From an optimization exercise on the open Yosys and OpenROAD flow, aimed at small area; shortcuts taken in it are not production practice.
At most, simulation tests tie the RTL to the original design; equivalence was not proved.
Only the layout flow was run in run 4; the RTL was not checked for function there.
Power and IR drop assume default switching activity.

<file path="flow/flow/run.sh">
#!/bin/bash
# Standard ORFS layout with three changes:
#  - synthesis maps all logic, adders included, with an area-oriented ABC
#    script (flow/abc.script) instead of extracting half adders first; it is
#    run with 16 random seeds for ABC's &deepsyn (4 at a time, each in a work
#    folder of its own) and the smallest netlist is kept. Everything else in
#    synthesis is the standard script, so the registers are those of the
#    standard synthesis.
#  - ports are buffered with the smallest buffer
#  - the clock tree is built from small clock buffers without dummy loads
set -euo pipefail
here=$(pwd)
orfs="$here/orfs"
export BUFFER_PORTS_ARGS="-buffer_cell sky130_fd_sc_hd__buf_1"
export CTS_ARGS="-repair_clock_nets -dont_use_dummy_load -buf_list {sky130_fd_sc_hd__clkbuf_2 sky130_fd_sc_hd__clkbuf_4 sky130_fd_sc_hd__clkbuf_8}"

# standard.sh with its work folder taken from $WH
grep -q "WORK_HOME=$orfs " standard.sh
sed "s|WORK_HOME=$orfs |WORK_HOME=\$WH |" standard.sh > "$here/standard_wh.sh"

synth_seed() {
	local seed=$1
	local d="$here/seed_$seed"
	rm -rf "$d"
	mkdir -p "$d"
	cp -r "$FLOW_HOME/scripts" "$d/scripts"
	sed "s/SEED/$seed/" "$here/flow/abc.script" > "$d/scripts/abc_speed.script"
	WH="$d/orfs" bash "$here/standard_wh.sh" SCRIPTS_DIR="$d/scripts" ADDER_MAP_FILE= synth > "$here/synth_$seed.log" 2>&1 || true
}

for round in 1; do
	for k in 0 1 2 3; do
		synth_seed $((round * 4 + k)) &
	done
	wait
done

best=""
best_area=""
for seed in $(seq 0 15); do
	stat="$here/seed_$seed/orfs/reports/sky130hd/Digtal_Top/base/synth_stat.txt"
	[[ -f "$here/seed_$seed/orfs/results/sky130hd/Digtal_Top/base/1_synth.odb" && -f "$stat" ]] || continue
	area=$(grep "Chip area for module" "$stat" | awk '{print $NF}')
	echo "seed $seed area $area" >> "$here/synth_choice.log"
	if [[ -z "$best_area" ]] || awk "BEGIN{exit !($area < $best_area)}"; then
		best=$seed
		best_area=$area
	fi
done
echo "kept seed $best area $best_area" >> "$here/synth_choice.log"
rm -rf "$orfs"
mv "$here/seed_$best/orfs" "$orfs"
rm -rf "$here"/seed_*
bash standard.sh > "$here/standard.log" 2>&1
</file>
<file path="flow/flow/abc.script">
&get -n
&st
&deepsyn -J 50 -T 100 -S SEED
&dch -f
&nf -R 1000
&put
topo
stime -c
</file>
<file path="flow/standard.sh">
#!/bin/bash
# synth_recipe.tcl (not shown) runs the flow's synth.tcl, then flattens the netlist and writes it again
# the make line also repeats each setting of config.mk as NAME=value (left out here)
make -C /OpenROAD-flow-scripts/flow DESIGN_CONFIG=/design/flow/config.mk WORK_HOME=/design/flow/orfs CLKGATE_MAP_FILE= SYNTH_SCRIPT=/design/flow/synth_recipe.tcl "${@:-finish}"
</file>
<file path="flow/config.mk">
export PLATFORM = sky130hd
export DESIGN_NAME = Digtal_Top
export DESIGN_NICKNAME = Digtal_Top
export VERILOG_FILES = /design/flow/design.v
export SDC_FILE = /design/flow/constraint.sdc
export NUM_CORES = 4
export LEC_CHECK = 0
export CAP_MARGIN = 20
export CORE_MARGIN = 2
export CORE_UTILIZATION = 40
export PLACE_DENSITY = 0.6
export SLEW_MARGIN = 20
</file>
<file path="flow/constraint.sdc">
create_clock -name core_clock -period 5.0 [get_ports {CLOCK_Digtal}]
set_input_delay 1.0000 -clock core_clock [delete_from_list [all_inputs] [get_ports {CLOCK_Digtal}]]
set_output_delay 1.0000 -clock core_clock [all_outputs]
set_load 0.01 [all_outputs]
</file>
<file path="flow/design.v">
module Digtal_Top(
	input 			CLOCK_Digtal,
	input 			RST,
	input 			Rx,
	input 			CS,
	output [7:0]	Out_Data,
	output [7:0]	RAM_Data_In,
	output [30:0]	RAM_RDADD,
	output [30:0]	RAM_WRADD,
	output 			RAM_RDEN,
	output 			RAM_WREN,
	input [7:0]		RAM_Q
	);
	reg 		b;
	wire 		tick = ~b;
	reg [3:0]	z;
	reg [7:0]	cnt;
	reg [7:0]	data;
	wire 		det  = z[3];
	wire 		hi   = cnt[7] & cnt[4];
	wire 		rcv  = ~hi | (cnt[2:0] == 3'd0);
	wire 		post = hi & (cnt[2:0] != 3'd0) & (cnt[2:0] != 3'd6);
	wire 		samp = (cnt[3:0] == 4'd0) & (cnt[7:4] != 4'd0) & ~hi;
	reg [1:0]	cs_s;
	reg [2:0]	c;
	reg [5:0]	r;
	reg [5:0]	s;		 
	reg [7:0]	out;
	reg [30:0]	wradd;
	reg [30:0]	rdadd;
	wire 		frame = r[5] | r[4] | r[3] | r[2];
	wire 		ev9   = hi & (cnt[2:0] == 3'd5) & b;	 
	wire 		wr_on = frame & hi & (((cnt[2:0] == 3'd3) & ~b) | (cnt[2:0] == 3'd4));
	wire 		r_last = (r == 6'd49);
	wire 		done  = ev9 & frame & r_last;
	wire 		dis   = s[5] & s[4] & s[3];
	wire [5:0]	s_cur = (done & dis) ? 6'd0 : s;
	wire 		cs_rise = cs_s[0] & ~cs_s[1];
	wire 		cs_fall = ~cs_s[0] & cs_s[1];
	wire 		is_eb = (data == 8'hEB);
	wire 		is_90 = (data == 8'h90);
	always @(posedge CLOCK_Digtal) begin
		if (RST) begin
			b <= 1'b0;
			z <= 4'd0;
			cnt <= 8'd150;
		end else begin
			b <= ~b;
			if (tick) begin
				if (Rx)
					z <= 4'd0;
				else if (!z[3])
					z <= z + 1'b1;
				if (rcv) begin
					if (hi)
						cnt <= Rx ? 8'd145 : 8'd150;
					else
						cnt <= cnt + 1'b1;
				end else if (det)
					cnt <= 8'd0;
				else if (post)
					cnt <= cnt + 1'b1;
			end
		end
	end
	always @(posedge CLOCK_Digtal)
		if (tick & rcv & samp)
			data <= {Rx, data[7:1]};
	wire 		wr_inc = ev9 & frame;
	wire 		rd_inc = (c == 3'd7);
	reg 		wcy, rcy;
	wire [31:0]	wt, rt;
	genvar i;
	generate for (i = 0; i < 31; i = i + 1) begin : g_add
		if (i == 0) begin : g_lo
			assign wt[i] = wr_inc;
			assign rt[i] = rd_inc;
		end else if (i == 16) begin : g_hi
			assign wt[i] = wcy;
			assign rt[i] = rcy;
		end else begin : g_rip
			assign wt[i] = wt[i-1] & wradd[i-1];
			assign rt[i] = rt[i-1] & rdadd[i-1];
		end
		always @(posedge CLOCK_Digtal) begin
			wradd[i] <= ~RST & (wradd[i] ^ wt[i]);
			rdadd[i] <= ~RST & (rdadd[i] ^ rt[i]);
		end
	end endgenerate
	always @(posedge CLOCK_Digtal) begin
		wcy <= ~RST & wt[15] & wradd[15];
		rcy <= ~RST & rt[15] & rdadd[15];
	end
	always @(posedge CLOCK_Digtal) begin
		if (RST) begin
			cs_s <= 2'b00;
			c <= 3'd0;
			r <= 6'd0;
			s <= 6'd56;
			out <= 8'd0;
		end else begin
			cs_s <= {cs_s[0], CS};
			if (ev9) begin
				if (!frame) begin
					if (is_eb)
						r <= (r == 6'd3) ? 6'd4 : 6'd1;
					else if (is_90 & (r == 6'd1 || r == 6'd2))
						r <= r + 1'b1;
					else
						r <= 6'd0;
				end else
					r <= r_last ? 6'd0 : r + 1'b1;
			end
			if (c != 3'd0)
				c <= c + 1'b1;
			if (c == 3'd5)
				out <= RAM_Q;
			s <= s_cur;
			if (c == 3'd7)
				s <= s_cur + 1'b1;
			if (cs_rise) begin
				if (dis & ~done)
					out <= 8'hAA;
				else if (s_cur[5:2] == 4'd0) begin
					out <= (s_cur[1:0] == 2'd1 || s_cur[1:0] == 2'd2) ? 8'h90 : 8'hEB;
					s <= s_cur + 1'b1;
				end else
					c <= 3'd1;
			end
			if (cs_fall & s_cur[5] & s_cur[4] & s_cur[1]) begin
				s <= 6'd56;
			end
		end
	end
	assign RAM_WREN = wr_on;
	assign RAM_RDEN = c[2] ^ (c[1] & c[0]);
	assign RAM_Data_In = data;
	assign RAM_WRADD = wradd;
	assign RAM_RDADD = rdadd;
	assign Out_Data = out;
endmodule
</file>
==> results of run 1 <==
==> cell usage after synthesis (4+ instances only) <==
cell type  count
a21oi_1       64
nor4_1        10
edfxtp_1       8
nor2b_1        5
and2_0        21
and3_1        35
nor3_1        36
o21ai_0       47
nor2_1        32
o21a_1         6
dfxtp_1      102
xnor2_1        4
a221o_1        4
nand2_1       19
==> cell families (layout without fill, tap and decap cells) <==
kind of cell,Yosys count,count (layout),share of synthesized area [%]
flops,110,110,57.39
compound gates,134,134,18.69
xor+xnor,5,5,1.101
buf+inv,2,105,0.1889
simple gates,168,168,22.37
mux,1,1,0.2517
==> flip-flops by register name, indices dropped and copies added, names as in the netlist, 4 cells and up <==
register and count:
wradd 31, z 4, out 8, s 6, r 6, rdadd 31, cnt 8, data 8
==> power groups by stage <==
| stage | Sequential (mW) | Combinational (mW) | Clock [mW] |
|---|---|---|---|
| global placement | 0.913 | 0.0331 | 0 |
| CTS | 0.893 | 0.0336 | 0.438 |
| detailed placement | 0.913 | 0.0333 | 0 |
| floorplan | 0.914 | 0.0150 | 0 |
| global route | 0.894 | 0.0368 | 0.470 |
| finish | 0.893 | 0.0329 | 0.415 |
==> critical path: stages, from the launching register on <==
cell and delay (ns):
dfxtp_1 0.46, nor2b_1 0.13, nor4_1 0.67, nor2b_1 0.31
and3_1 0.26, and3_1 0.21, and2_0 0.24, and3_1 0.23
and2_0 0.24, and3_1 0.25, and3_1 0.22, and3_1 0.24
and3_1 0.19, nor3_1 0.05
==> final cells by class <==
class | instances | area [µm²] | area share, %
clock buffer | 9 | 123.9 | 2.674
multi-input combinational | 308 | 1687 | 36.41
timing repair buffer | 94 | 365.4 | 7.888
tap | 133 | 166.4 | 3.593
inverter | 2 | 7.507 | 0.1621
sequential | 110 | 2282 | 49.27
==> per-layer routing <==
metal | up-vias | global-route usage (%) | part of all wire (%)
met2 | 63 | 26.54 | 47
met4 | 0 | 6.081 | 0.97
li1 | 1759 | - | -
met3 | 8 | 3.147 | 4.0
met1 | 1563 | 19.85 | 48
met5 | - | 0 | 0
==> worst max path at each step <==
stage	to	from	cells past startpoint
after floorplan	wcy	b	13
after global placement	wradd[15]	b	13
after detailed placement	wradd[15]	b	13
after CTS	wradd[15]	b	13
after global routing	wradd[15]	b	13
final	wradd[15]	b	13
==> summary.md, run 1 <==
| Metric | Value |
|---|---|
| Status | timing/DRC/antenna clean |
| Max_cap viols | 0 |
| Post-Syn Area per Cell | roughly 9.5 µm² |
| Commonest non-fill, non-tap cell in the layout | dfxtp_1 |
| Largest net degree at the start of global routing | 42 |
| I/O Buffers | a little over 90 |
| Setup violators final | 0 |
| Most used DFF post-synth | dfxtp_1 |
| Worst-Margin Slew | between 0.7 and 0.8 ns |
| DR pass1 iterations | 4 |
| Unrepaired setup endpoints after global routing | no |
| Worst min path class | flop to flop |
| RR Startpoint | b |
| Crit Path Category | flop to flop |
| DRT iter0 DRCs | between 150 and 200 |
| Combinational share of power | 2.5% |
| Leakage power | between 1.5 and 2 nW |
| Vias in the first global route | 3134 |
| Setup TNS | 0 ns |
| Share of layout cells above drive strength 1 | under 10% |
| Switching power | 0.2780 mW |
| YS warnings | 1 |
| Root Buffer | clkbuf_8 |
| N_diodes | 0 |
| Fin cells | between 600 and 700 |
| Hold_buf cts | 0 |
| Post CTS Setup Buffer Count | 0 |
| Post-route antenna net violation count | 0 |
| Syn Inst Count | 420 |
| Hold Path End | wradd[10] |
| Netlist cell types | 36 |
| CTS clk-pin slew, worst paths | 0.08 ns |
| Min Tclk post-route | roughly 3.8 ns |
| Core Area | about 0.0097 mm² |
| F_max | about 260 MHz |
| Final hold violations | 0 |
| Clock power frac | 30.9% |
| Seq/Total Area, Yosys | between 50 and 60% |
| Internal power | around 1.1 mW |
| Die W | around 100 µm |
| Placed Cells | 647 |
| Mapped Area | 0.003976 mm² |
| Clock latency (worst-skew pair) | 0.35 ns |
| Post-Layout Inst Area | 0.004632 mm² |
| Chip Height | about 100 µm |
| Post-layout util | 47.61% |
| Htree depth | 3 |
| CTS tree | done |
| Crit Path Max Fanout | 8 |
| Post-synth EDFFs | 8 |
| Worst Reg2Reg Path Length in Cells | 13 |
| Longest Clk Path Bufs | 2 |
| Initial antenna violation count | 0 |
| CTS Sinks | 110 |
| Top cell type's share of synthesized area | about half |
| Routed len/inst | roughly 13 µm |
| Crit start category | flop |
| GRT overflow | 0 |
| Die area | 0.01075 mm² |
| CTS Buf Count | 9 |
| Most frequent cells in the layout | 102 x dfxtp_1, 90 x buf_1, 64 x a21oi_1, 47 x o21ai_0, 36 x nor3_1 |
| Syn_nets | 432 |
| Crit end category | flop |
| Worst r2r dst | wradd[15] |
| Initial Util | around two fifths |
| WL final | between 8 and 9 mm |
| Cell taking the most area after synthesis | dfxtp_1 |
| Total Routing Usage GR | between 10% and 20% |
| Ports | 92 |
| Area after DPL | between 0.004 and 0.005 mm² |
| Post-route DRC | 0 |
| Synth area leaders | dfxtp_1 51%, a21oi_1 8.1%, edfxtp_1 6.0% |
| Asr flop ratio synth | 0% |
| Sw frac | between 20% and 30% |
| Cell area power density | around 290 mW/mm² |
| # resized after CTS | 0 |
| Hold Slack | about 0.49 ns |
| Share of power burned in registers | 66.6% |
| Cell Rows | 36 |
| Critical Path AT | just over 4 ns |
| PnR Total Power | ~1.3 mW |
| Clock Skews | between 0.02 and 0.025 ns |
| Placer's final routability congestion estimate | 0.7935 |
| Hold path depth | 1 |
| Drt via density | between 5 and 6 |
| Final slew viol count | 0 |
| Fin nets | 537 |
| First-pass GRT wire length | around 14 mm |
| Dpl ws | 1.244 ns |
| Seq cells post-synth | between 100 and 150 |
| Area delta synth->final | 16.49% |
| Vias | around 3400 |
| Fin crit share | 76.53% |
| Slew HR | roughly 49% |
| Reg2reg setup slack | 1.17 ns |
| Setup ws final | ~1.2 ns |
| Fill cells | 988 |
| Critical Path RT | 5.20 ns |
| Post-DP HPWL | 5.943 mm |
| Hold wc startpoint | wradd[10] |
| Worst vdd ir | 106.1 µV |
==> run 2: changes to the inputs <==
--- a/flow/flow/run.sh
+++ b/flow/flow/run.sh
@@ -13,5 +13,5 @@
 orfs="$here/orfs"
 export BUFFER_PORTS_ARGS="-buffer_cell sky130_fd_sc_hd__buf_1"
-export CTS_ARGS="-repair_clock_nets -dont_use_dummy_load -buf_list {sky130_fd_sc_hd__clkbuf_2 sky130_fd_sc_hd__clkbuf_4 sky130_fd_sc_hd__clkbuf_8}"
+export CTS_ARGS="-sink_clustering_enable -repair_clock_nets -dont_use_dummy_load -sink_clustering_size 24 -sink_clustering_max_diameter 200 -buf_list {sky130_fd_sc_hd__clkbuf_4 sky130_fd_sc_hd__clkbuf_8 sky130_fd_sc_hd__clkbuf_16}"
 
 # standard.sh with its work folder taken from $WH
==> summary.md, run 2 <==
| Metric | Value |
|---|---|
| Status | timing/DRC/antenna clean |
| Netlist cell types | 36 (unchanged) |
| DR top layer | met4 |
| Commonest cells in the netlist | 102 x dfxtp_1, 64 x a21oi_1, 47 x o21ai_0 |
| Crit Path Max Fanout | 8 (unchanged) |
| Htree depth | 3 (unchanged) |
| CTS tree | done |
| Ports | 92 (unchanged) |
| Syn_nets | 432 (unchanged) |
| Post-synth EDFFs | 8 (unchanged) |
| Initial antenna violation count | 0 (unchanged) |
| Crit start category | flop |
| Critical Path RT | 5.20 ns (about the same) |
| Setup violators final | 0 (unchanged) |
| Mapped Area | 0.003976 mm² (unchanged) |
| Final slew viol count | 0 (unchanged) |
| Core Area | 0.009729 mm² (unchanged) |
| Seq/Total Area, Yosys | 57.39% (unchanged) |
| Post-route antenna net violation count | 0 (unchanged) |
| Top cell type's share of synthesized area | 51.35% (unchanged) |
| Top flop regs | rdadd (31), wradd (31) |
| Drt via density | 5.172 (unchanged) |
| Die W | 103.7 µm (unchanged) |
| Post-route DRC | 0 (unchanged) |
| Met1 WL | 4.067 mm (unchanged) |
| Leakage power | 1.739 nW (unchanged) |
| Longest Clk Path Bufs | 2 (unchanged) |
| Initial Util | 40.87% (unchanged) |
| Min Tclk post-route | 3.827 ns (unchanged) |
| Post CTS Setup Buffer Count | 0 (unchanged) |
| Vias in the first global route | 3134 (unchanged) |
| Seq cells post-synth | 110 (unchanged) |
| Worst-Margin Slew | 0.7519 ns (unchanged) |
| Setup TNS | 0 ns (unchanged) |
| Fin crit share | 76.53% (unchanged) |
| CTS clk-pin slew, worst paths | 0.08 ns (about the same) |
| Critical Path AT | 4.03 ns (about the same) |
| Placer's final routability congestion estimate | 0.7935 (unchanged) |
| Most used DFF post-synth | dfxtp_1 |
| Commonest non-fill, non-tap cell in the layout | dfxtp_1 |
| Die area | 0.01075 mm² (unchanged) |
| DRT iter0 DRCs | 179 (unchanged) |
| Metal2 WL | 3.943 mm (unchanged) |
| Post-DP HPWL | 5.943 mm (unchanged) |
| Final hold violations | 0 (unchanged) |
| CTS Buf Count | 9 (unchanged) |
| Routed len/inst | 12.86 µm (unchanged) |
| Cell Rows | 36 (unchanged) |
| Asr flop ratio synth | 0% (unchanged) |
| Share of layout cells above drive strength 1 | 2.486% (unchanged) |
| # resized after CTS | 0 (unchanged) |
| WL final | 8.433 mm (unchanged) |
| Vias | 3393 (unchanged) |
| Worst vdd ir | 106.1 µV (unchanged) |
| Slew HR | 49.49% (unchanged) |
| Clock Skews | 0.02146 ns (unchanged) |
| Crit Path Category | flop to flop |
| F_max | 261.3 MHz (unchanged) |
| Most frequent cell after synthesis | dfxtp_1 |
| Post-Layout Inst Area | 0.004632 mm² (unchanged) |
| Area delta synth->final | 16.49% (unchanged) |
| Clock latency (worst-skew pair) | 0.35 ns (about the same) |
| Hold_buf cts | 0 (unchanged) |
| Placed Cells | 647 (unchanged) |
| First-pass GRT wire length | 14.13 mm (unchanged) |
| Worst min path class | flop to flop |
| Hold Slack | 0.4876 ns (unchanged) |
| Chip Height | 103.7 µm (unchanged) |
| Syn Inst Count | 420 (unchanged) |
| Met3 WL | 340 µm (unchanged) |
| Most frequent cells in the layout | 102 x dfxtp_1, 90 x buf_1, 64 x a21oi_1, 47 x o21ai_0, 36 x nor3_1 |
| Crit end category | flop |
| Fin nets | 537 (unchanged) |
| Total Routing Usage GR | 15.72% (unchanged) |
| Cell taking the most area after synthesis | dfxtp_1 |
| I/O Buffers | 91 (unchanged) |
| Synth area leaders | dfxtp_1 51%, a21oi_1 8.1%, edfxtp_1 6.0% |
| Fin cells | 656 (unchanged) |
| Unrepaired setup endpoints after global routing | no |
| Cell area power density | 289.4 mW/mm² (unchanged) |
| DR pass1 iterations | 4 (unchanged) |
| Post-Syn Area per Cell | 9.467 µm² (unchanged) |
| N_diodes | 0 (unchanged) |
| Root Buffer | clkbuf_8 |
| YS warnings | 1 (unchanged) |
| Max_cap viols | 0 (unchanged) |
| Largest net degree at the start of global routing | 42 (unchanged) |
| CTS Sinks | 110 (unchanged) |
| Area after DPL | 0.004508 mm² (unchanged) |
| PnR Total Power | 1.341 mW (unchanged) |
| GRT overflow | 0 (unchanged) |
-- run 2: worst max-delay path, cell delays in order (launching register included) --
cell and delay [ns]:
dfxtp_1 0.46, nor2b_1 0.13, nor4_1 0.67, nor2b_1 0.31
and3_1 0.26, and3_1 0.21, and2_0 0.24, and3_1 0.23
and2_0 0.24, and3_1 0.25, and3_1 0.22, and3_1 0.24
and3_1 0.19, nor3_1 0.05
-- run 2: metrics by stage --
stage,util (%),worst slack (ns)
6_report,47.61,1.173
5_1_grt,47.61,0.6946
4_1_cts,47.61,1.199
3_5_place_dp,46.33,1.244
3_3_place_gp,46.33,1.337
2_1_floorplan,-,1.673
-- run 2: routing by layer --
layer	up-vias	track usage, %
met1	1563	19.85
met4	0	6.081
met2	63	26.54
li1	1759	-
met3	8	3.147
met5	-	0
-- run 2: layout make-up --
type / count / area [µm²]
Sequential cell: 110 / 2282
Clock buffer: 9 / 123.9
Inverter: 2 / 7.507
Multi-Input combinational cell: 308 / 1687
Fill cell: 988 / 5097
Tap cell: 133 / 166.4
Timing Repair Buffer: 94 / 365.4
-- run 2: logic make-up after synthesis --
| family | after synthesis | share of synthesized area [%] |
|---|---|---|
| XOR/XNOR | 5 | 1.101 |
| AND/OR/NAND/NOR | 168 | 22.37 |
| flip-flops | 110 | 57.39 |
| buffers and inverters | 2 | 0.1889 |
| multiplexers | 1 | 0.2517 |
| AO/OA/AOI/OAI | 134 | 18.69 |
-- run 2: worst paths after layout --
check             from         to  slack, ns  cells after the start
max                  b  wradd[15]       1.17                     13
min          wradd[10]  wradd[10]       0.49                      1
max reg2reg          b  wradd[15]       1.17                     13
min reg2reg  wradd[10]  wradd[10]       0.49                      1
-- run 2: where the power goes --
group | leakage (nW) | switching [mW] | internal [mW]
Combinational | 0.779 | 0.0221 | 0.0108
Clock | 0.0647 | 0.252 | 0.163
Sequential | 0.895 | 0.00380 | 0.889
Total | 1.74 | 0.278 | 1.06
==> run 3: changes to the inputs <==
--- a/flow/flow/run.sh
+++ b/flow/flow/run.sh
@@ -3,5 +3,5 @@
 #  - synthesis maps all logic, adders included, with an area-oriented ABC
 #    script (flow/abc.script) instead of extracting half adders first; it is
-#    run with 16 random seeds for ABC's &deepsyn (4 at a time, each in a work
+#    run with 48 random seeds for ABC's &deepsyn (4 at a time, each in a work
 #    folder of its own) and the smallest netlist is kept. Everything else in
 #    synthesis is the standard script, so the registers are those of the
@@ -13,5 +13,5 @@
 orfs="$here/orfs"
 export BUFFER_PORTS_ARGS="-buffer_cell sky130_fd_sc_hd__buf_1"
-export CTS_ARGS="-sink_clustering_enable -repair_clock_nets -dont_use_dummy_load -sink_clustering_size 24 -sink_clustering_max_diameter 200 -buf_list {sky130_fd_sc_hd__clkbuf_4 sky130_fd_sc_hd__clkbuf_8 sky130_fd_sc_hd__clkbuf_16}"
+export CTS_ARGS="-sink_clustering_enable -repair_clock_nets -dont_use_dummy_load -buf_list {sky130_fd_sc_hd__clkbuf_2 sky130_fd_sc_hd__clkbuf_4 sky130_fd_sc_hd__clkbuf_8}"
 
 # standard.sh with its work folder taken from $WH
@@ -29,5 +29,5 @@
 }
 
-for round in 1; do
+for round in $(seq 0 11); do
 	for k in 0 1 2 3; do
 		synth_seed $((round * 4 + k)) &
@@ -38,5 +38,5 @@
 best=""
 best_area=""
-for seed in $(seq 0 15); do
+for seed in $(seq 0 47); do
 	stat="$here/seed_$seed/orfs/reports/sky130hd/Digtal_Top/base/synth_stat.txt"
 	[[ -f "$here/seed_$seed/orfs/results/sky130hd/Digtal_Top/base/1_synth.odb" && -f "$stat" ]] || continue
==> summary.md, run 3 <==
| Metric | Value |
|---|---|
| Status | timing/DRC/antenna clean |
| Top cell type's share of synthesized area | 51.42% (+0.065 points) |
| RR Startpoint | b |
| # resized after CTS | 0 (unchanged) |
| Clock Skews | 0.03739 ns (+0.01593 ns) |
| Share of layout cells above drive strength 1 | 2.652% (+0.17 points) |
| Seq cells post-synth | 110 (unchanged) |
| N_diodes | 0 (unchanged) |
| Clock power frac | 31.1% (+0.2 points) |
| GRT overflow | 0 (unchanged) |
| Htree depth | 3 (unchanged) |
| Crit-path cells | nor2b_1, nor4_1, buf_4, and3_1, and3_1, and3_1, and3_1, and3_1, and3_1, and3_1, and3_1, o21ai_0, a21oi_1 |
| Hold path depth | 1 (unchanged) |
| Most frequent cells in the layout | 102 x dfxtp_1, 90 x buf_1, 63 x a21oi_1, 50 x o21ai_0 |
| Crit Path Max Fanout | 9 (+1) |
| Post-synth EDFFs | 8 (unchanged) |
| Asr flop ratio synth | 0% (unchanged) |
| Crit Path Category | flop to flop |
| Core Area | 0.009684 mm² (-0.46%) |
| Placer's final routability congestion estimate | 0.8200 (+3.3%) |
| Reg2reg setup slack | 1.75 ns (+0.58 ns) |
| CTS clk-pin slew, worst paths | 0.10 ns (+0.02 ns) |
| Netlist cell types | 35 (-2.8%) |
| Vias in the first global route | 3057 (-2.5%) |
| Worst-Margin Slew | 0.5805 ns (-0.1714 ns) |
| Post-route DRC | 0 (unchanged) |
| CP max stage delay | 0.47 ns (-0.20 ns) |
| CTS tree | done |
| Routed len/inst | 12.89 µm (+0.23%) |
| WL final | 8.517 mm (+1.0%) |
| Fin crit share | 64.91% (-12 points) |
| Share of power burned in registers | 66.5% (about the same) |
| DRT iter0 DRCs | 132 (-26%) |
| Hold_buf cts | 0 (unchanged) |
| Chip Height | 103.6 µm (about the same) |
| Switching power | 0.2800 mW (+0.74%) |
| Commonest non-fill, non-tap cell in the layout | dfxtp_1 |
| Initial Util | 41.01% (+0.14 points) |
| F_max | 308.1 MHz (+18%) |
| Total Routing Usage GR | 15.51% (-0.21 points) |
| Most frequent CP cell | and3_1 |
| Slew HR | 60.89% (+11 points) |
| Fin nets | 542 (+0.93%) |
| Placed Cells | 652 (+0.77%) |
| Longest Clk Path Bufs | 2 (unchanged) |
| Post-layout util | 47.86% (+0.25 points) |
| Post-Layout Inst Area | 0.004634 mm² (about the same) |
| Critical Path AT | 3.52 ns (-0.51 ns) |
| Worst r2r dst | wradd[15] |
| Ports | 92 (unchanged) |
| Initial antenna violation count | 0 (unchanged) |
| Final slew viol count | 0 (unchanged) |
| Sw frac | 20.86% (+0.13 points) |
| Combinational share of power | 2.5% (about the same) |
| Post-Synth Adder-Cell Area | 0% (unchanged) |
| Most used DFF post-synth | dfxtp_1 |
| Setup TNS | 0 ns (unchanged) |
| Crit path buf inv count | 1 (+1) |
| Root Buffer | clkbuf_8 |
| Hold wc startpoint | wradd[15] |
| Crit end category | flop |
| First-pass GRT wire length | 13.88 mm (-1.8%) |
| Cell family with most CP delay | simple AND/OR/NAND/NOR gates |
| Hold Path End | wradd[15] |
| Internal power | 1.062 mW (about the same) |
| CTS Sinks | 110 (unchanged) |
| CTS Buf Count | 9 (unchanged) |
| I/O Buffers | 91 (unchanged) |
| Clock latency (worst-skew pair) | 0.36 ns (about the same) |
| Die W | 103.6 µm (about the same) |
| Setup violators final | 0 (unchanged) |
| Post CTS Setup Buffer Count | 0 (unchanged) |
| Area after DPL | 0.004511 mm² (about the same) |
| Unrepaired setup endpoints after global routing | no |
| Fin cells | 661 (+0.76%) |
| Cell area power density | 289.6 mW/mm² (about the same) |
| Setup ws final | 1.754 ns (+0.5810 ns) |
| DR pass1 iterations | 5 (+1) |
| Post-route antenna net violation count | 0 (unchanged) |
| Post-DP HPWL | 5.983 mm (+0.68%) |
| Simple-Gate Fraction of Synth Area | 22.34% (-0.035 points) |
| Post-Syn Area per Cell | 9.366 µm² (-1.1%) |
| Mapped Area | 0.003971 mm² (-0.13%) |
| Min Tclk post-route | 3.246 ns (-0.5810 ns) |
| Post-synthesis compound-gate area fraction | 18.71% (+0.024 points) |
| Cell taking the most area after synthesis | dfxtp_1 |
| Vias | 3445 (+1.5%) |
| Largest net degree at the start of global routing | 44 (+4.8%) |
| Final hold violations | 0 (unchanged) |
| Seq/Total Area, Yosys | 57.47% (+0.072 points) |
| Max_cap viols | 0 (unchanged) |
| Synth area leaders | dfxtp_1 51%, a21oi_1 7.9%, o21ai_0 6.3% |
| Die area | 0.01074 mm² (-0.13%) |
| Worst min path class | flop to flop |
| Mux share of post-synthesis cell area | 0% (-0.25 points) |
| Drt via density | 5.212 (+0.76%) |
| Critical Path RT | 5.28 ns (+0.08 ns) |
| Slowest stage cell, crit path | dfxtp_1 |
| Area delta synth->final | 16.70% |
| Most frequent cell after synthesis | dfxtp_1 |
| YS warnings | 1 (unchanged) |
| Largest family of logic cells by synthesized area | simple AND/OR/NAND/NOR gates |
| Top flop regs | rdadd (31), wradd (31) |
| Dpl ws | 1.808 ns (+0.5640 ns) |
| Worst Reg2Reg Path Length in Cells | 13 (unchanged) |
| Worst vdd ir | 115.6 µV (+9.0%) |
| Syn_nets | 436 (+0.93%) |
| Cell Rows | 36 (unchanged) |
| Leakage power | 1.766 nW (+1.5%) |
| Syn Inst Count | 424 (+0.95%) |
| Crit start category | flop |
| Synth Area in XOR/XNOR | 1.103% (+0.0014 points) |
| Commonest cells in the netlist | 102 x dfxtp_1, 63 x a21oi_1, 50 x o21ai_0 |
## run 3: cell count changes after synthesis, sizes merged, moves of 3 or more
cell / delta
and2: -6
o21a: -4
a221o: -3
o22ai: +3
nand2: -5
nor4: -3
nor2: +7
and3: +4
a22oi: +3
o21ai: +3
## run 3: layer usage
metal  routed length (µm)  GRT usage, %  up-vias
met5                    0             0        -
met3                  356         3.021       12
met1                 4092         19.57     1583
met2                 3939         26.35       80
met4                  128         5.792        0
li1                     -             -     1770
## run 3: kinds of logic after synthesis
group                     after synthesis
and+or+nand+nor                       169
AOI/OAI and AO/OA                     136
DFF                                   110
xor gates and xnor gates                5
buffers and inverters                   4
## run 3: area by class of cell
type / instances / area (µm²)
flip-flops and latches: 110 / 2282
inverters: 4 / 15.01
well taps: 133 / 166.4
fillers: 967 / 5050
clock buffers: 9 / 123.9
repair buffers: 95 / 372.9
multi-input cells: 310 / 1674
## run 3: worst max-delay path by stage
stage          slack (ns)  depth (start not counted)  from         to
6_report             1.75                         13     b  wradd[15]
5_1_grt              1.40                         13     b  wradd[15]
4_1_cts              1.77                         13     b  wradd[15]
3_5_place_dp         1.81                         13     b  wradd[15]
3_3_place_gp         1.89                         13     b  wradd[15]
2_1_floorplan        1.73                         12     b  wradd[15]
## run 3: per-stage QoR
step / hold WS, ns / total power, mW
final: 0.4830 / 1.342
after global routing: 0.5125 / 1.404
after CTS: 0.4841 / 1.366
after detailed placement: 0.4687 / 0.9460
after global placement: 0.4570 / 0.9456
after floorplan: 0.4440 / 0.9287
## run 3: power groups by stage
| stage | Sequential, mW | Clock (mW) | Combinational [mW] |
|---|---|---|---|
| 6_report | 0.892 | 0.417 | 0.0329 |
| 2_1_floorplan | 0.913 | 0 | 0.0153 |
| 3_5_place_dp | 0.913 | 0 | 0.0332 |
| 3_3_place_gp | 0.912 | 0 | 0.0331 |
| 4_1_cts | 0.892 | 0.440 | 0.0332 |
| 5_1_grt | 0.893 | 0.473 | 0.0370 |
## run 3: worst reg2reg max path, delay by kind of cell, from the launching register on
kind                   cells  cell delay [ns]
buffers and inverters      1             0.20
AND/OR/NAND/NOR           10             2.29
AO/OA/AOI/OAI              2             0.22
flip-flops                 1             0.47
==> run 4: changes to the inputs <==
--- a/flow/design.v
+++ b/flow/design.v
@@ -26,4 +26,5 @@
 	reg [5:0]	r;
 	reg [5:0]	s;		 
+	reg 		en_send;
 	reg [7:0]	out;
 	reg [30:0]	wradd;
@@ -34,6 +35,5 @@
 	wire 		r_last = (r == 6'd49);
 	wire 		done  = ev9 & frame & r_last;
-	wire 		dis   = s[5] & s[4] & s[3];
-	wire [5:0]	s_cur = (done & dis) ? 6'd0 : s;
+	wire 		en_send_n = en_send | done;
 	wire 		cs_rise = cs_s[0] & ~cs_s[1];
 	wire 		cs_fall = ~cs_s[0] & cs_s[1];
@@ -97,5 +97,6 @@
 			c <= 3'd0;
 			r <= 6'd0;
-			s <= 6'd56;
+			s <= 6'd0;
+			en_send <= 1'b0;
 			out <= 8'd0;
 		end else begin
@@ -116,18 +117,19 @@
 			if (c == 3'd5)
 				out <= RAM_Q;
-			s <= s_cur;
 			if (c == 3'd7)
-				s <= s_cur + 1'b1;
+				s <= s + 1'b1;
 			if (cs_rise) begin
-				if (dis & ~done)
+				if (!en_send_n)
 					out <= 8'hAA;
-				else if (s_cur[5:2] == 4'd0) begin
-					out <= (s_cur[1:0] == 2'd1 || s_cur[1:0] == 2'd2) ? 8'h90 : 8'hEB;
-					s <= s_cur + 1'b1;
+				else if (s[5:2] == 4'd0) begin
+					out <= (s[1:0] == 2'd1 || s[1:0] == 2'd2) ? 8'h90 : 8'hEB;
+					s <= s + 1'b1;
 				end else
 					c <= 3'd1;
 			end
-			if (cs_fall & s_cur[5] & s_cur[4] & s_cur[1]) begin
-				s <= 6'd56;
+			en_send <= en_send_n;
+			if (cs_fall & s[5] & s[4] & s[1]) begin	 
+				s <= 6'd0;
+				en_send <= 1'b0;
 			end
 		end
--- a/flow/flow/run.sh
+++ b/flow/flow/run.sh
@@ -3,5 +3,5 @@
 #  - synthesis maps all logic, adders included, with an area-oriented ABC
 #    script (flow/abc.script) instead of extracting half adders first; it is
-#    run with 48 random seeds for ABC's &deepsyn (4 at a time, each in a work
+#    run with 16 random seeds for ABC's &deepsyn (4 at a time, each in a work
 #    folder of its own) and the smallest netlist is kept. Everything else in
 #    synthesis is the standard script, so the registers are those of the
@@ -29,5 +29,5 @@
 }
 
-for round in $(seq 0 11); do
+for round in 0 1 2 3; do
 	for k in 0 1 2 3; do
 		synth_seed $((round * 4 + k)) &
@@ -38,5 +38,5 @@
 best=""
 best_area=""
-for seed in $(seq 0 47); do
+for seed in $(seq 0 15); do
 	stat="$here/seed_$seed/orfs/reports/sky130hd/Digtal_Top/base/synth_stat.txt"
 	[[ -f "$here/seed_$seed/orfs/results/sky130hd/Digtal_Top/base/1_synth.odb" && -f "$stat" ]] || continue
==> summary.md, run 4 <==
| Metric | Value |
|---|---|
| Status | timing/DRC/antenna clean |
| F_max | 269.4 MHz (-13%) |
| Mux share of post-synthesis cell area | 0% (unchanged) |
| Vias in the first global route | 2983 (-2.4%) |
| Crit end category | flop |
| Seq cells post-synth | 111 (+0.91%) |
| Initial Util | 41.02% (about the same) |
| Share of power burned in registers | 65.6% (-0.9 points) |
| Core Area | 0.009729 mm² (+0.47%) |
| Most frequent cell after synthesis | dfxtp_1 |
| Post CTS Setup Buffer Count | 0 (unchanged) |
| Final slew viol count | 0 (unchanged) |
| RR Startpoint | cnt[4] |
| Worst min path class | flop to flop |
| Clock latency (worst-skew pair) | 0.36 ns (about the same) |
| Unrepaired setup endpoints after global routing | no |
| YS warnings | 1 (unchanged) |
| Placer's final routability congestion estimate | 0.8236 (+0.44%) |
| Root Buffer | clkbuf_8 |
| Commonest cells in the netlist | 103 x dfxtp_1, 61 x a21oi_1, 50 x nor2_1 |
| Top cell type's share of synthesized area | 51.66% (+0.24 points) |
| Post-Syn Area per Cell | 9.282 µm² (-0.90%) |
| Critical Path RT | 5.28 ns (about the same) |
| Post-synthesis compound-gate area fraction | 16.68% (-2.0 points) |
| Worst Reg2Reg Path Length in Cells | 13 (unchanged) |
| Post-DP HPWL | 6.008 mm (+0.41%) |
| Post-route antenna net violation count | 0 (unchanged) |
| Share of layout cells above drive strength 1 | 2.439% (-0.21 points) |
| Crit Path Max Fanout | 7 (-2) |
| DR pass1 iterations | 4 (-1) |
| Total Routing Usage GR | 15.67% (+0.16 points) |
| Synth area leaders | dfxtp_1 52%, a21oi_1 7.6%, edfxtp_1 6.0% |
| Worst r2r dst | wcy |
| Largest net degree at the start of global routing | 47 (+6.8%) |
| Switching power | 0.3235 mW (+16%) |
| Ports | 92 (unchanged) |
| Hold wc startpoint | data[2] |
| Setup TNS | 0 ns (unchanged) |
| Setup violators final | 0 (unchanged) |
| Initial antenna violation count | 0 (unchanged) |
| Chip Height | 103.9 µm (+0.24%) |
| Cell Rows | 36 (unchanged) |
| Hold path depth | 0 (-1) |
| First-pass GRT wire length | 14.06 mm (+1.2%) |
| Sw frac | 22.71% (+1.8 points) |
| Min Tclk post-route | 3.713 ns (+0.4670 ns) |
| Die W | 103.9 µm (+0.24%) |
| Mapped Area | 0.003991 mm² (+0.50%) |
| Htree depth | 3 (unchanged) |
| Crit path launch | cnt[4] |
| Worst-Margin Slew | 0.7675 ns (+0.1870 ns) |
| Seq/Total Area, Yosys | 57.68% (+0.21 points) |
| Commonest non-fill, non-tap cell in the layout | dfxtp_1 |
| Crit start category | flop |
| Most frequent cells in the layout | 103 x dfxtp_1, 90 x buf_1, 61 x a21oi_1, 50 x nor2_1, 44 x o21ai_0 |
| Fin nets | 547 (+0.92%) |
| CTS Buf Count | 9 (unchanged) |
| Post-synth EDFFs | 8 (unchanged) |
| CTS tree | done |
| I/O Buffers | 91 (unchanged) |
| N_diodes | 0 (unchanged) |
| Leakage power | 1.732 nW (-1.9%) |
| # resized after CTS | 0 (unchanged) |
| Max_cap viols | 0 (unchanged) |
| Area delta synth->final | 16.43% |
| Asr flop ratio synth | 0% (unchanged) |
| Synth Area in XOR/XNOR | 1.317% (+0.21 points) |
| Crit Path Category | flop to flop |
| Final hold violations | 0 (unchanged) |
| Longest Clk Path Bufs | 2 (unchanged) |
| Hold Path End | data[1] |
| GRT overflow | 0 (unchanged) |
| Vias | 3422 (-0.67%) |
| Critical Path AT | 4.00 ns (+0.48 ns) |
| Hold_buf cts | 0 (unchanged) |
| Most used DFF post-synth | dfxtp_1 |
| DRT iter0 DRCs | 157 (+19%) |
| Syn Inst Count | 430 (+1.4%) |
| Simple-Gate Fraction of Synth Area | 24.23% (+1.9 points) |
| Cell taking the most area after synthesis | dfxtp_1 |
| Clock power frac | 29.4% (-1.7 points) |
| Internal power | 1.101 mW (+3.7%) |
| Reg2reg setup slack | 1.29 ns (-0.47 ns) |
| Die area | 0.01079 mm² (+0.48%) |
| Top flop regs | rdadd (31), wradd (31) |
| Routed len/inst | 12.87 µm (about the same) |
| CTS Sinks | 111 (+0.91%) |
| Slew HR | 48.29% (-13 points) |
| Largest family of logic cells by synthesized area | simple AND/OR/NAND/NOR gates |
| CTS clk-pin slew, worst paths | 0.09 ns (about the same) |
| Cell area power density | 306.6 mW/mm² (+5.9%) |
| WL final | 8.573 mm (+0.66%) |
| Drt via density | 5.138 (-1.4%) |
| Fin crit share | 74.25% (+9.3 points) |
| Post-Synth Adder-Cell Area | 0% (unchanged) |
| Syn_nets | 442 (+1.4%) |
| Combinational share of power | 5.0% (+2.5 points) |
| Worst vdd ir | 134.1 µV (+16%) |
| Post-layout util | 47.76% (-0.093 points) |
| Post-route DRC | 0 (unchanged) |
| Netlist cell types | 35 (unchanged) |
| Clock Skews | 0.03420 ns (-0.003183 ns) |
run 4: logic make-up (layout without fill, tap and decap cells):
logic type / after synthesis / after routing
AND/OR/NAND/NOR: 189 / 189
flip-flops: 111 / 111
XOR/XNOR: 6 / 6
AO/OA/AOI/OAI: 123 / 123
buffers and inverters: 1 / 104
run 4: area by class of cell:
class,instances,area [µm²]
inverters,1,3.754
fillers,999,5082
clock buffers,9,123.9
repair buffers,94,365.4
well taps,133,166.4
flip-flops and latches,111,2302
multi-input cells,318,1685
run 4: metal layers:
metal	global-route usage [%]	up-vias	part of all wire, %
met3	5.201	2	5.4
met5	0	-	0
li1	-	1777	-
met1	19.76	1576	47
met4	2.896	0	0.44
met2	26.46	67	47
run 4: metrics by stage:
step,setup WS [ns],hold slack (ns),cells,instance area (µm²),power (mW)
3_5_place_dp,1.312,0.4554,657,4523,1.026
2_1_floorplan,1.763,0.4440,430,3991,0.9984
3_3_place_gp,1.426,0.4470,657,4523,1.023
6_report,1.287,0.4554,666,4647,1.425
5_1_grt,0.9354,0.4746,666,4647,1.492
4_1_cts,1.293,0.4564,666,4647,1.448
run 4: power by group through the flow:
stage | combinational [mW] | clock, mW | sequential [mW]
after floorplan | 0.0481 | 0 | 0.950
after global placement | 0.0707 | 0 | 0.952
after detailed placement | 0.0717 | 0 | 0.954
after CTS | 0.0720 | 0.442 | 0.933
after global routing | 0.0822 | 0.471 | 0.938
final | 0.0713 | 0.419 | 0.934
run 4: worst max path at each step:
stage,endpoint,slack [ns],depth (start not counted)
after CTS,wradd[15],1.29,13
after global placement,wradd[15],1.43,13
final,wcy,1.29,13
after detailed placement,wradd[15],1.31,13
after floorplan,wcy,1.76,13
after global routing,wcy,0.94,13
run 4: worst max-delay path, cell delays in order (launching register included):
cell     delay [ns]
dfxtp_1        0.40
and2_0         0.33
nand2_1        0.12
nor4_1         0.54
and3_1         0.32
and3_1         0.25
and3_1         0.24
and3_1         0.21
and2_0         0.24
and3_1         0.22
and2_0         0.23
and3_1         0.26
and3_1         0.19
and2_0         0.11
==> run 5: changes to the inputs <==
--- a/flow/design.v
+++ b/flow/design.v
@@ -26,5 +26,4 @@
 	reg [5:0]	r;
 	reg [5:0]	s;		 
-	reg 		en_send;
 	reg [7:0]	out;
 	reg [30:0]	wradd;
@@ -35,5 +34,6 @@
 	wire 		r_last = (r == 6'd49);
 	wire 		done  = ev9 & frame & r_last;
-	wire 		en_send_n = en_send | done;
+	wire 		dis   = s[5] & s[4] & s[3];
+	wire [5:0]	s_cur = (done & dis) ? 6'd0 : s;
 	wire 		cs_rise = cs_s[0] & ~cs_s[1];
 	wire 		cs_fall = ~cs_s[0] & cs_s[1];
@@ -97,6 +97,5 @@
 			c <= 3'd0;
 			r <= 6'd0;
-			s <= 6'd0;
-			en_send <= 1'b0;
+			s <= 6'd56;
 			out <= 8'd0;
 		end else begin
@@ -117,19 +116,18 @@
 			if (c == 3'd5)
 				out <= RAM_Q;
+			s <= s_cur;
 			if (c == 3'd7)
-				s <= s + 1'b1;
+				s <= s_cur + 1'b1;
 			if (cs_rise) begin
-				if (!en_send_n)
+				if (dis & ~done)
 					out <= 8'hAA;
-				else if (s[5:2] == 4'd0) begin
-					out <= (s[1:0] == 2'd1 || s[1:0] == 2'd2) ? 8'h90 : 8'hEB;
-					s <= s + 1'b1;
+				else if (s_cur[5:2] == 4'd0) begin
+					out <= (s_cur[1:0] == 2'd1 || s_cur[1:0] == 2'd2) ? 8'h90 : 8'hEB;
+					s <= s_cur + 1'b1;
 				end else
 					c <= 3'd1;
 			end
-			en_send <= en_send_n;
-			if (cs_fall & s[5] & s[4] & s[1]) begin	 
-				s <= 6'd0;
-				en_send <= 1'b0;
+			if (cs_fall & s_cur[5] & s_cur[4] & s_cur[1]) begin
+				s <= 6'd56;
 			end
 		end
==> flow/flow/run.sh (replaced) <==
#!/bin/bash
# Standard ORFS layout with three changes:
#  - synthesis maps all logic, adders included, with an area-oriented ABC
#    script instead of extracting half adders first. Two scripts
#    (flow/abc1.script, flow/abc2.script) are each run with 16 random seeds
#    for ABC's &deepsyn (4 runs at a time, each in a work folder of its own)
#    and the smallest netlist is kept. Everything else in synthesis is the
#    standard script, so the registers are those of the standard synthesis.
#  - ports are buffered with the smallest buffer
#  - the clock tree is built from small clock buffers without dummy loads
set -euo pipefail
here=$(pwd)
orfs="$here/orfs"
export BUFFER_PORTS_ARGS="-buffer_cell sky130_fd_sc_hd__buf_1"
export CTS_ARGS="-sink_clustering_enable -repair_clock_nets -dont_use_dummy_load -buf_list {sky130_fd_sc_hd__clkbuf_2 sky130_fd_sc_hd__clkbuf_4 sky130_fd_sc_hd__clkbuf_8}"

# standard.sh with its work folder taken from $WH
grep -q "WORK_HOME=$orfs " standard.sh
sed "s|WORK_HOME=$orfs |WORK_HOME=\$WH |" standard.sh > "$here/standard_wh.sh"

# run number n: script 1 + n / 16, seed n % 16
synth_run() {
	local n=$1
	local d="$here/run_$n"
	rm -rf "$d"
	mkdir -p "$d"
	cp -r "$FLOW_HOME/scripts" "$d/scripts"
	sed "s/SEED/$((n % 16))/" "$here/flow/abc$((1 + n / 16)).script" > "$d/scripts/abc_speed.script"
	WH="$d/orfs" bash "$here/standard_wh.sh" SCRIPTS_DIR="$d/scripts" ADDER_MAP_FILE= synth > "$here/synth_$n.log" 2>&1 || true
}

for round in $(seq 0 7); do
	for k in 0 1 2 3; do
		synth_run $((round * 4 + k)) &
	done
	wait
done

best=""
best_area=""
for n in $(seq 0 31); do
	stat="$here/run_$n/orfs/reports/sky130hd/Digtal_Top/base/synth_stat.txt"
	[[ -f "$here/run_$n/orfs/results/sky130hd/Digtal_Top/base/1_synth.odb" && -f "$stat" ]] || continue
	area=$(grep "Chip area for module" "$stat" | awk '{print $NF}')
	echo "run $n area $area" >> "$here/synth_choice.log"
	if [[ -z "$best_area" ]] || awk "BEGIN{exit !($area < $best_area)}"; then
		best=$n
		best_area=$area
	fi
done
echo "kept run $best area $best_area" >> "$here/synth_choice.log"
rm -rf "$orfs"
mv "$here/run_$best/orfs" "$orfs"
rm -rf "$here"/run_*
bash standard.sh > "$here/standard.log" 2>&1
==> flow/flow/abc1.script (new file) <==
&get -n
&st
&deepsyn -J 50 -T 100 -S SEED
&dch -f
&nf -R 1000
&put
topo
stime -c
==> flow/flow/abc2.script (new file) <==
&get -n
&st
&deepsyn -J 50 -T 100 -S SEED
&dch -f
&nf -R 1000
&st
&dch -f
&nf -R 1000
&put
topo
stime -c
removed: flow/flow/abc.script
==> summary.md, run 5 <==
| Metric | Value |
|---|---|
| Status | timing/DRC/antenna clean |
| GRT overflow | 0 (unchanged) |
| Seq/Total Area, Yosys | 57.39% (-0.29 points) |
| Initial antenna violation count | 0 (unchanged) |
| First-pass GRT wire length | 14.13 mm (+0.54%) |
| Crit Path Max Fanout | 8 (+1) |
| DRT iter0 DRCs | 179 (+14%) |
| Post CTS Setup Buffer Count | 0 (unchanged) |
| Share of layout cells above drive strength 1 | 2.486% (+0.047 points) |
| Post-route DRC | 0 (unchanged) |
| CTS clk-pin slew, worst paths | 0.08 ns (about the same) |
| CTS Buf Count | 9 (unchanged) |
| WL final | 8.433 mm (-1.6%) |
| Mapped Area | 0.003976 mm² (-0.38%) |
| Longest Clk Path Bufs | 2 (unchanged) |
| Crit start category | flop |
| CTS tree | done |
| Vias | 3393 (-0.85%) |
| Setup violators final | 0 (unchanged) |
| Hold Slack | 0.4876 ns (+0.03214 ns) |
| Asr flop ratio synth | 0% (unchanged) |
| Min Tclk post-route | 3.827 ns (+0.1140 ns) |
| Multi-input logic area | 0.001687 mm² (about the same) |
| Worst vdd ir | 106.1 µV (-21%) |
| Sequential standard cell area | 0.002282 mm² (-0.87%) |
| Clock power frac | 30.9% (+1.5 points) |
| Sw frac | 20.73% (-2.0 points) |
| Syn_nets | 432 (-2.3%) |
| Total Routing Usage GR | 15.72% (+0.049 points) |
| Ports | 92 (unchanged) |
| Core Area | 0.009729 mm² (unchanged) |
| Cell taking the most area after synthesis | dfxtp_1 |
| Most frequent CP cell | and3_1 |
| Post-DP HPWL | 5.943 mm (-1.1%) |
| Die area | 0.01075 mm² (-0.36%) |
| Seq cells post-synth | 110 (-0.90%) |
| Commonest non-fill, non-tap cell in the layout | dfxtp_1 |
| Switching power | 0.2780 mW (-14%) |
| # resized after CTS | 0 (unchanged) |
| Share of power burned in registers | 66.6% (+1.0 points) |
| Hold_buf cts | 0 (unchanged) |
| Unrepaired setup endpoints after global routing | no |
| Internal power | 1.063 mW (-3.5%) |
| Largest net degree at the start of global routing | 42 (-11%) |
| Initial Util | 40.87% (-0.15 points) |
| Combinational share of power | 2.5% (-2.5 points) |
| Commonest cells in the netlist | 102 x dfxtp_1, 64 x a21oi_1, 47 x o21ai_0 |
| Final slew viol count | 0 (unchanged) |
| Htree depth | 3 (unchanged) |
| Worst min path class | flop to flop |
| Chip Height | 103.7 µm (-0.18%) |
| CTS Sinks | 110 (-0.90%) |
| Die W | 103.7 µm (-0.18%) |
| Area delta synth->final | 16.49% (about the same) |
| Syn Inst Count | 420 (-2.3%) |
| CP max stage delay | 0.67 ns (+0.13 ns) |
| N_diodes | 0 (unchanged) |
| Crit Path Category | flop to flop |
| Post-Syn Area per Cell | 9.467 µm² (+2.0%) |
| Synth area leaders | dfxtp_1 51%, a21oi_1 8.1%, edfxtp_1 6.0% |
| Final hold violations | 0 (unchanged) |
| Post-route antenna net violation count | 0 (unchanged) |
| Critical Path AT | 4.03 ns (+0.03 ns) |
| Netlist cell types | 36 (+2.9%) |
| Drt via density | 5.172 (+0.66%) |
| Setup TNS | 0 ns (unchanged) |
| Cell area power density | 289.4 mW/mm² (-5.6%) |
| Fill cells | 988 (-1.1%) |
| Leakage power | 1.739 nW (+0.40%) |
| Slew HR | 49.49% (+1.2 points) |
| Crit-path cells | nor2b_1, nor4_1, nor2b_1, and3_1, and3_1, and2_0, and3_1, and2_0, and3_1, and3_1, and3_1, and3_1, nor3_1 |
| Critical Path RT | 5.20 ns (-0.08 ns) |
| Most frequent cells in the layout | 102 x dfxtp_1, 90 x buf_1, 64 x a21oi_1, 47 x o21ai_0, 36 x nor3_1 |
| Vias in the first global route | 3134 (+5.1%) |
| Cell Rows | 36 (unchanged) |
| Max_cap viols | 0 (unchanged) |
| Top cell type's share of synthesized area | 51.35% (-0.31 points) |
| Root Buffer | clkbuf_8 |
| Fin crit share | 76.53% (+2.3 points) |
| Top flop regs | rdadd (31), wradd (31) |
| Most frequent cell after synthesis | dfxtp_1 |
| Routed len/inst | 12.86 µm (-0.13%) |
| YS warnings | 1 (unchanged) |
| Placer's final routability congestion estimate | 0.7935 (-3.7%) |
| Crit end category | flop |
| Worst-Margin Slew | 0.7519 ns (-0.01559 ns) |
| F_max | 261.3 MHz (-3.0%) |
| I/O Buffers | 91 (unchanged) |
| Post-synth EDFFs | 8 (unchanged) |
| Clock Skews | 0.02146 ns (-0.01275 ns) |
| Reg2reg setup slack | 1.17 ns (-0.11 ns) |
| DR pass1 iterations | 4 (unchanged) |
| Most used DFF post-synth | dfxtp_1 |
| Clock latency (worst-skew pair) | 0.35 ns (about the same) |
| Slowest stage cell, crit path | nor4_1 |
| Fin nets | 537 (-1.8%) |
run 5: logic make-up (layout without fill, tap and decap cells):
kind of cell           Yosys count  in the layout  synth area share [%]
AO/OA/AOI/OAI                  134            134                 18.69
XOR/XNOR                         5              5                 1.101
buffers and inverters            2            105                0.1889
flip-flops                     110            110                 57.39
multiplexers                     1              1                0.2517
AND/OR/NAND/NOR                168            168                 22.37
run 5: cell type report:
type                    instances  area share (%)
clock buffers                   9           2.674
inverters                       2          0.1621
multi-input cells             308           36.41
flip-flops and latches        110           49.27
well taps                     133           3.593
repair buffers                 94           7.888
run 5: final timing paths:
| path | from | depth (start not counted) | end |
|---|---|---|---|
| hold / removal | wradd[10] | 1 | wradd[10] |
| setup / recovery | b | 13 | wradd[15] |
| setup reg to reg | b | 13 | wradd[15] |
| hold reg to reg | wradd[10] | 1 | wradd[10] |
run 5: per-stage QoR:
step / power (mW) / cells / setup WS [ns] / area [µm²] / util [%]
final: 1.341 / 656 / 1.173 / 4632 / 47.61
after global routing: 1.401 / 656 / 0.6946 / 4632 / 47.61
after CTS: 1.364 / 656 / 1.199 / 4632 / 47.61
after detailed placement: 0.9468 / 647 / 1.244 / 4508 / 46.33
after global placement: 0.9462 / 647 / 1.337 / 4508 / 46.33
after floorplan: 0.9289 / 420 / 1.673 / 3976 / -
run 5: power by group through the flow:
stage | Combinational [mW] | Sequential (mW) | Clock, mW
after floorplan | 0.0150 | 0.914 | 0
after global placement | 0.0331 | 0.913 | 0
after detailed placement | 0.0333 | 0.913 | 0
after CTS | 0.0336 | 0.893 | 0.438
after global routing | 0.0368 | 0.894 | 0.470
final | 0.0329 | 0.893 | 0.415
run 5: routing by layer:
metal	routed length, µm	global-route usage, %	up-vias	share of wire [%]
met1	4067	19.85	1563	48
met4	82	6.081	0	0.97
met5	0	0	-	0
li1	-	-	1759	-
met3	340	3.147	8	4.0
met2	3943	26.54	63	47
run 5: worst max-delay path, delay by kind of cell, from the launching register on:
family	cells	cell delay (ns)
flops	1	0.46
simple gates	13	3.24

separate check: timing with driven ports:
The flow's constraints put no driver on any port. The routed layouts listed below were extracted and timed again, unchanged, in two steps.
Step 1 assumes that a clkbuf_16 drives the clock port and a buf_2 every other input.
Step 2, shift: input delay + t, output delay - t, t = (earliest + latest rising clock arrival at the registers) / 2. This alone moves slack from input paths to output paths.
Three values: ideal, step 1, step 2; two values: the first two.
run | t (ns) | slack for setup (ns) | hold WS [ns] | pins driven straight from the clock port
run 1 | 0.375 | 1.173 / 1.173 / 1.173 | 0.488 / 0.488 / 0.488 | 1
run 2 | 0.375 | 1.173 / 1.173 / 1.173 | 0.488 / 0.488 / 0.488 | 1
run 3 | 0.370 | 1.754 / 1.754 / 1.754 | 0.483 / 0.483 / 0.483 | 1
run 4 | 0.371 | 1.287 / 1.287 / 1.287 | 0.455 / 0.455 / 0.455 | 1
run 5 | 0.375 | 1.173 / 1.173 / 1.173 | 0.488 / 0.488 / 0.488 | 1
After both steps setup and hold are still met in every run listed.
